Context: an optimization exercise on an open-source flow, tuned for small area, a short achievable clock period and few clock cycles per item. The choices shown serve that exercise and are no tape-out recipe. Only simulation tests tie the RTL to the original design; equivalence was not proved. Power figures rest on the tool's default switching activity, not on a simulated workload.

== west ==
## fft
module fft(clk, rst, data_in, wr_en, data_out, next_data_rd, busy, start);
Size: about 11000 cells after synthesis, ~3000 flip-flops, roughly 150000 sq um of cells after synthesis.
export LEC_CHECK = 0
export CAP_MARGIN = 20
export CORE_AREA = 5 5 515 515
export CTS_CLUSTER_DIAMETER = 90
export CTS_CLUSTER_SIZE = 24
export DIE_AREA = 0 0 520 520
export PLACE_DENSITY = 0.72
export SLEW_MARGIN = 20
create_clock -name core_clock -period 22.0 [get_ports {clk}]
standard.sh (not shown) runs the stock make flow with config.mk's settings and CLKGATE_MAP_FILE= SYNTH_SCRIPT=/design/flow/synth_recipe.tcl, a recipe that flattens the netlist after the stock synthesis.
==> flow/flow/run.sh <==
#!/bin/bash
# Layout flow: the standard ORFS flow (standard.sh, all steps, with the
# settings of config.mk), except that the timing repairs (after floorplan,
# clock tree synthesis and global routing) aim for 16 ns of setup slack at
# the 22 ns clock instead of 0, so that they also speed up paths that already
# meet it.  The clock, constraints, synthesis and everything else are the
# standard flow's.  The whole output of the flow goes to flow.log; ORFS keeps
# the log of each of its steps under orfs/logs.
set -euo pipefail
export SETUP_SLACK_MARGIN=16
bash standard.sh > flow.log 2>&1
Testbench counts of west, summed over its fixed seeds: cycles 18,944, frames 64.
Relative to west, the following input files were edited for middle:
-- flow/design.v --
<<< west, line 209
wire wr_go = (state == ST_WR) & weq & ~wfull;
wire [2:0] wb = wcnt[5:3];
wire [19:0] hH = (wb[1:0] == 2'd0) ? RE(Q[0]) : (wb[1:0] == 2'd1) ? RE(Q[8]) :
                 (wb[1:0] == 2'd2) ? RE(Q[16]) : RE(Q[24]);
wire [19:0] wp = hH + xq;
wire [19:0] wq = hH - xq;
wire [19:0] hG = wb[0] ? RE(Q[8]) : RE(Q[0]);
wire [19:0] hE = wb[0] ? RE(Q[40]) : RE(Q[32]);
wire [19:0] wGp = hG + wp;
wire [19:0] wGm = hG - wp;
wire [19:0] wnq = -wq;
wire [7:0] wsel;
wire [39:0] wval [0:7];
assign wsel[0] = (wb == 3'd0) | (wb == 3'd4) | (wb == 3'd6);
assign wsel[1] = (wb == 3'd1) | (wb == 3'd5) | (wb == 3'd7);
assign wsel[2] = (wb == 3'd2) | (wb == 3'd6);
assign wsel[3] = (wb == 3'd3) | (wb == 3'd7);
assign wsel[4] = (wb == 3'd4) | (wb == 3'd6);
assign wsel[5] = (wb == 3'd5) | (wb == 3'd7);
assign wsel[6] = (wb == 3'd6);
assign wsel[7] = (wb == 3'd7);
assign wval[0] = {(wb[2] ? (wb[1] ? wGp : wp) : xq), 20'd0};
assign wval[1] = {(wb[2] ? (wb[1] ? wGp : wp) : xq), 20'd0};
assign wval[2] = {(wb[2] ? wGm : xq), 20'd0};
assign wval[3] = {(wb[2] ? wGm : xq), 20'd0};
assign wval[4] = wb[1] ? {hE, wnq} : {wq, 20'd0};
assign wval[5] = wb[1] ? {hE, wnq} : {wq, 20'd0};
assign wval[6] = {hE, wq};
assign wval[7] = {hE, wq};
reg rdq;
wire rd_st = (state == ST_RD);
>>> middle, line 209
wire wr_go = (state == ST_WR) & weq & ~wfull;
wire [2:0] wb = wcnt[5:3];
wire w67 = wb[2] & wb[1];
wire [19:0] hX = RE(Q[0]);           
wire [19:0] hG = RE(Q[16]);          
wire [19:0] hE = RE(Q[48]);          
wire [19:0] wp = hX + xq;
wire [19:0] wq = hX - xq;
wire [19:0] wGp = hG + wp;
wire [19:0] wGm = hG - wp;
wire [19:0] wnq = -wq;
wire [39:0] Xin = {(wb[2] ? (wb[1] ? wGm : wp) : xq), 20'd0};
wire [39:0] Yin = wb[1] ? {hE, wq} : {wq, 20'd0};
wire [39:0] X15 = {wGp, 20'd0};
wire [39:0] Y15 = {hE, wnq};
reg rdq;
wire rd_st = (state == ST_RD);
<<< west, line 321
    for (gl = 0; gl < 8; gl = gl + 1) begin : lctl
        reg [2:0] rot;
        wire flat = busy_st & ((gl < 4) ? cw[CW_XFLAT] : cw[CW_YFLAT]);
        wire frot = busy_st & ((gl < 4) ? cw[CW_XROT] : cw[CW_YROT]);
        assign en[gl] = wr_go | frot | ((state != ST_WR) & (rot != 3'd0));
        wire [39:0] own = Q[gl*8];
        wire [39:0] nxt = (gl == 3) ? Xout : (gl == 7) ? Yout :
                          (gl == 0 && 1) ? (cwb[CW_PXT] ? trg : Q[8]) :
                          (gl == 4 && 1) ? (cwb[CW_WBY7] ? bg : Q[40]) : Q[gl*8+8];
        assign tin[gl] = (state == ST_WR) ? (wsel[gl] ? wval[gl] : own) :
                         flat ? nxt : own;
        always @(posedge clk) begin
            if (state == ST_WR)
                rot <= 3'd0;
            else if (iss && ib == gl)
>>> middle, line 307
    for (gl = 0; gl < 8; gl = gl + 1) begin : lctl
        reg [2:0] rot;
        wire wrst = (state == ST_WR);
        wire flat = wrst | (busy_st & ((gl < 4) ? cw[CW_XFLAT] : cw[CW_YFLAT]));
        wire frot = busy_st & ((gl < 4) ? cw[CW_XROT] : cw[CW_YROT]);
        wire wsh = (gl < 4) ? wr_go : (wr_go & wcnt[5]);
        assign en[gl] = wsh | frot | (~wrst & (rot != 3'd0));
        wire [39:0] own = Q[gl*8];
        wire [39:0] nxt = (gl == 3) ? (wrst ? Xin : Xout) :
                          (gl == 7) ? (wrst ? Yin : Yout) :
                          (gl == 1) ? ((wrst & w67) ? X15 : Q[16]) :
                          (gl == 5) ? ((wrst & w67) ? Y15 : Q[48]) :
                          (gl == 0) ? ((busy_st & cwb[CW_PXT]) ? trg : Q[8]) :
                          (gl == 4) ? ((busy_st & cwb[CW_WBY7]) ? bg : Q[40]) : Q[gl*8+8];
        assign tin[gl] = flat ? nxt : own;
        always @(posedge clk) begin
            if (wrst)
                rot <= 3'd0;
            else if (iss && ib == gl)
[summary]
- Complete run, failing final checks: middle, reason max-capacitance violations, max-slew violations.
- The end point of the critical path comes out data_out[14] in one run and busy in the other, namely in west and middle respectively.
- Compared with west, middle shows synthesized netlist cell count lower by 1.9%.
- Delta (middle minus west): post-route DRC violation count comparable, total power after layout has increased, detailed-routed wire length on met3 dropped 3200 um, number of non-clock inverters has increased.
- Wire length after detailed routing down 7.1% in middle wrt west
- Against west as the reference, middle delivers a higher power in combinational cells.
- Comparing west and middle, the higher combinational share of power is on middle.
Testbench counts of middle, summed over its fixed seeds: cycles 18,944, frames 64.

## port drivers added, routing unchanged
No port has a modelled driver above. Below, the same layouts with a new extraction and two added sets of constraints. Step 1 (the two cells are an assumption about what drives the block):
set clk [get_ports {clk}]
set_driving_cell -lib_cell sky130_fd_sc_hd__clkbuf_16 $clk
set_driving_cell -lib_cell sky130_fd_sc_hd__buf_2 [delete_from_list [all_inputs] $clk]
Step 2 times the ports against the registers' clock, not the clock port: input delays grow and output delays shrink by t, the midpoint of the rising clock arrivals with the driver on. Three values: ideal ports, drivers, drivers and shift; two values: the first two.
| run | shift t [ns] | setup slack, ns | clock arrival spread, ns |
|---|---|---|---|
| west | 0.959 | 16.065 / 15.969 / 15.371 | 0.043 / 0.043 |
| middle | 0.986 | 16.079 / 15.992 / 15.530 | 0.052 / 0.052 |
The setup slack of west, which loses most, moves by -0.096 ns with the drivers and by -0.694 ns with both steps.
